Context: an optimization exercise on an open-source flow, tuned for small area. The choices shown serve that exercise and are no tape-out recipe. RTL that was checked went through simulation tests only; none was proved equivalent to the original. The clock port is modelled as an ideal driver, which makes a skipped or thinned clock tree look cheaper than it is; a real chip needs a root buffer or a tree. Power figures rest on the tool's default switching activity, not on a simulated workload.

Setup of lagoon:
## top_module
module top_module(
    input i_clk,
    input i_reset_btn,
    input i_wr_btn,
    input i_val_inc_btn,
    input i_val_dec_btn,
    input i_sel_inc_btn,
    input i_sel_dec_btn,
    output o_rs,
    output o_e,
    output [7:0] o_d
    );
export LEC_CHECK = 0
export CAP_MARGIN = 20
export CORE_MARGIN = 2
export CORE_UTILIZATION = 40
export SLEW_MARGIN = 20
create_clock -name core_clock -period 10.0 [get_ports {i_clk}]
standard.sh (not shown) runs the stock make flow with config.mk's settings and CLKGATE_MAP_FILE= SYNTH_SCRIPT=/design/flow/synth_recipe.tcl, a recipe that flattens the netlist after the stock synthesis.
==> flow/flow/run.sh <==
#!/bin/bash
# Standard ORFS layout, with the synthesis's ABC step run on an area-only
# script (flow/abc_area.script: choice + amap, no buffering or upsizing).
# The synthesis is otherwise the standard flow's own (synth_recipe.tcl), so the
# registers are the standard synthesis's.
set -euo pipefail
W=$PWD
rm -rf "$W/myscripts"
cp -r "$FLOW_HOME/scripts" "$W/myscripts"
cp "$W/flow/abc_area.script" "$W/myscripts/abc_area.script"
bash standard.sh SCRIPTS_DIR="$W/myscripts" ABC_AREA=1 synth > "$W/synth.log" 2>&1
bash standard.sh finish > "$W/layout.log" 2>&1
==> flow/flow/abc_area.script <==
strash
dch
amap
topo
Looking at the reports, lagoon completed the entire flow and the layout it produced met the timing, DRC and antenna checks.
diff inputs: lagoon => sierra
==> flow/flow/run.sh <==
#!/bin/bash
# Standard ORFS layout with three changes that only affect cell area:
#  - synthesis's ABC step runs an area-only script (flow/abc_area.script:
#    choice + amap, no buffering or upsizing); the synthesis is otherwise
#    the standard flow's own (synth_recipe.tcl), so the registers are the standard ones;
#  - ports are buffered (as standard) but with the smallest buffer;
#  - CTS uses small clock buffers and no dummy loads.
set -euo pipefail
W=$PWD
rm -rf "$W/myscripts"
cp -r "$FLOW_HOME/scripts" "$W/myscripts"
cp "$W/flow/abc_area.script" "$W/myscripts/abc_area.script"
bash standard.sh SCRIPTS_DIR="$W/myscripts" ABC_AREA=1 synth > "$W/synth.log" 2>&1
bash standard.sh "BUFFER_PORTS_ARGS=-buffer_cell sky130_fd_sc_hd__buf_1" \
  "CTS_ARGS=-sink_clustering_enable -repair_clock_nets -dont_use_dummy_load -buf_list sky130_fd_sc_hd__clkbuf_2 -root_buf sky130_fd_sc_hd__clkbuf_8 -sink_clustering_size 12" \
  finish > "$W/layout.log" 2>&1
- sierra | status: complete | timing, DRC, antenna: pass
- Delta (sierra minus lagoon): core utilization fell 2.5 points, number of antenna violations at the first check in global routing essentially unchanged.
- Relative to lagoon, the wire length of the first global-routing pass of sierra is lower by about 2.8%.
- Compared with lagoon, in sierra post-route met1 wirelength picked up an extra about 1%; final critical path time including I/O delays and setup lost 0.38 ns; fraction of standard cell area in multi-input logic picked up an extra 2.6 points.
Changes in amber relative to sierra:
-- flow/flow/run.sh --
<<< sierra, line 15
  "CTS_ARGS=-sink_clustering_enable -repair_clock_nets -dont_use_dummy_load -buf_list sky130_fd_sc_hd__clkbuf_2 -root_buf sky130_fd_sc_hd__clkbuf_8 -sink_clustering_size 12" \
>>> amber, line 15
  "CTS_ARGS=-sink_clustering_enable -repair_clock_nets -dont_use_dummy_load -buf_list sky130_fd_sc_hd__clkbuf_4 -root_buf sky130_fd_sc_hd__clkbuf_4 -sink_clustering_size 30" \
## What came out
- Delta (amber minus sierra): first-pass GRT wire length has remained practically unchanged, total power moved down, worst hold margin climbed 0.0051 ns.
- amber vs sierra: total wire length after detailed routing down slightly
Function was not checked in any run of this note: the RTL went through the layout flow alone.

run 1:
Another version of the RTL of top_module (not shown whole).
For scale: about 340 cells after synthesis, roughly 17 I/O pins, about 2700 um2 of cells after synthesis.
// top_module
module top_module(
    input i_clk,
    input i_reset_btn,
    input i_wr_btn,
    input i_val_inc_btn,
    input i_val_dec_btn,
    input i_sel_inc_btn,
    input i_sel_dec_btn,
    output o_rs,
    output o_e,
    output [7:0] o_d
    );
    wire rst = ~i_reset_btn;
    reg [3:0] P;
    reg [3:0] a;
    reg [5:0] b;
    reg [1:0] q;
    reg [1:0] m;
    reg [3:0] R0, R1, R2, R3;
    reg [3:0] h;
    reg C;
    reg wr;
    reg [1:0] sel;
    reg [4:0] d1, d2, d3;
    wire [4:0] pr = d2 & ~d3;    
    wire tk    = ~P[3] & ~P[2] & ~P[1] & ~P[0];      
    wire a12   = a[3] & a[2];
    wire wrap  = a12 & b[4] & b[3] & b[2];            
    wire at448 = wrap & ~b[0];                       
    wire e_tk  = a12 & b[4] & b[3] & ~b[2] & b[1] & b[0];    
    wire b34   = b[5] & b[1];
    wire f_ev  = at448 & P[3] & P[2] & ~P[1] & P[0];         
    wire [3:0] Pn = {P[3] ^ ~(P[2] | P[1] | P[0]), P[2] ^ ~(P[1] | P[0]), P[1] ^ ~P[0], ~P[0]};
    wire [5:0] bt;
    assign bt[0] = tk;
    assign bt[1] = tk & b[0];
    assign bt[2] = bt[1] & b[1];
    assign bt[3] = bt[2] & b[2];
    assign bt[4] = bt[3] & b[3];
    assign bt[5] = bt[4] & b[4];
    wire [5:0] bn = (b ^ bt) & {6{~(tk & (wrap | b34))}};
    wire ainc = tk & b34;
    wire [3:0] at;
    assign at[0] = ainc;
    assign at[1] = ainc & a[0];
    assign at[2] = at[1] & a[1];
    assign at[3] = at[2] & a[2];
    wire [3:0] an = (a ^ at) & {4{~(tk & wrap)}};
  ...
==> flow/config.mk <==
export PLATFORM = sky130hd
export DESIGN_NAME = top_module
export DESIGN_NICKNAME = top_module
export VERILOG_FILES = /design/flow/design.v
export SDC_FILE = /design/flow/constraint.sdc
export NUM_CORES = 4
export LEC_CHECK = 0
export CAP_MARGIN = 20
export CORE_MARGIN = 2
export CORE_UTILIZATION = 40
export SLEW_MARGIN = 20
==> flow/constraint.sdc <==
create_clock -name core_clock -period 10.0 [get_ports {i_clk}]
set_input_delay 2.0000 -clock core_clock [delete_from_list [all_inputs] [get_ports {i_clk}]]
set_output_delay 2.0000 -clock core_clock [all_outputs]
set_load 0.01 [all_outputs]
==> flow/flow/run.sh <==
#!/bin/bash
# Standard ORFS layout with changes that only affect cell area:
#  - synthesis's ABC step runs an area-only script (flow/abc_area.script:
#    choice + amap with extra area-recovery passes, no buffering or
#    upsizing); the synthesis is otherwise the standard flow's own (synth_recipe.tcl), so
#    the registers are the standard ones;
#  - ports are buffered (as standard) but with the smallest buffer;
#  - after CTS, flow/clock_bands.tcl replaces the clock tree with two
#    clkbuf_16, each driven by the clock port and driving half the
#    registers (split by row position), so all registers see the same
#    buffer depth.
set -euo pipefail
W=$PWD
rm -rf "$W/myscripts"
cp -r "$FLOW_HOME/scripts" "$W/myscripts"
cp "$W/flow/abc_area.script" "$W/myscripts/abc_area.script"
bash standard.sh SCRIPTS_DIR="$W/myscripts" ABC_AREA=1 synth > "$W/synth.log" 2>&1
bash standard.sh "BUFFER_PORTS_ARGS=-buffer_cell sky130_fd_sc_hd__buf_1" \
  "CTS_ARGS=-sink_clustering_enable -repair_clock_nets -dont_use_dummy_load -buf_list sky130_fd_sc_hd__clkbuf_4 -root_buf sky130_fd_sc_hd__clkbuf_4 -sink_clustering_size 30" \
  "POST_CTS_TCL=$W/flow/clock_bands.tcl" CLK_LEAF_CELL=sky130_fd_sc_hd__clkbuf_16 CLK_NGROUPS=2 \
  finish > "$W/layout.log" 2>&1
==> flow/flow/abc_area.script <==
strash
dch
amap -F 3 -A 10
topo
Other scripts of this flow, unchanged in this note and not shown: flow/flow/clock_bands.tcl
diff inputs: run 1 => run 2
--- a/flow/flow/run.sh
+++ b/flow/flow/run.sh
@@ -2,5 +2,5 @@
 # Standard ORFS layout with changes that only affect cell area:
 #  - synthesis's ABC step runs an area-only script (flow/abc_area.script:
-#    choice + amap with extra area-recovery passes, no buffering or
+#    deepsyn (120 s) then choice + amap with extra area-recovery passes, no buffering or
 #    upsizing); the synthesis is otherwise the standard flow's own (synth_recipe.tcl), so
 #    the registers are the standard ones;
==> flow/flow/abc_area.script <==
strash
&get -n
&deepsyn -T 120
&put
dch
amap -F 3 -A 10
topo
### Flow results
- Comparing run 1 and run 2, clock power is lower on run 2.
- Going from run 1 to run 2, routability congestion estimate dropped 0.026; number of combinational gates with multiple inputs fell by about 5%.
- Looking at met2 layer usage reported by global route, run 2 sits 2.1 points lower than run 1 does.
- Number of cells in the design after placement ends up higher on run 1.
- Number of sequential cells: run 2 vs run 1 identical
- Re sequential share of layout area: run 2 is 0.95 points up on run 1.
In every run of this note, the design's own scripts or RTL, not TritonCTS, make the clock network.

==> afterwards: timing with drivers on the ports <==
Ports are ideal in the flow. The routed layouts listed here were re-timed in OpenROAD. Step 1 (the two cells are an assumption about what drives the block):
set clk [get_ports {i_clk}]
set_driving_cell -lib_cell sky130_fd_sc_hd__clkbuf_16 $clk
set_driving_cell -lib_cell sky130_fd_sc_hd__buf_2 [delete_from_list [all_inputs] $clk]
Step 2, shift: input delay + t, output delay - t, t = (earliest + latest rising clock arrival at the registers) / 2. This alone moves slack from input paths to output paths. a / b / c = ideal ports / drivers / drivers and shift; a / b = the first two.
| run | t (ns) | setup WS [ns] | hold WS [ns] | worst setup path after step 2 | clock arrival spread, ns |
|---|---|---|---|---|---|
| lagoon | 0.361 | 4.263 / 4.233 / 4.594 | 0.354 / 0.354 / 0.354 | register to output | 0.014 / 0.014 |
| sierra | 0.357 | 4.639 / 4.609 / 4.966 | 0.357 / 0.357 / 0.357 | register to output | 0.020 / 0.021 |
| amber | 0.424 | 4.603 / 4.576 / 5.000 | 0.362 / 0.362 / 0.362 | register to output | 0.033 / 0.034 |
| run 1 | 0.213 | 4.901 / 4.853 / 5.066 | 0.358 / 0.358 / 0.358 | register to output | 0.012 / 0.012 |
| run 2 | 0.212 | 4.815 / 4.766 / 4.979 | 0.359 / 0.359 / 0.359 | register to output | 0.011 / 0.011 |
After both steps every run listed still meets setup and hold.
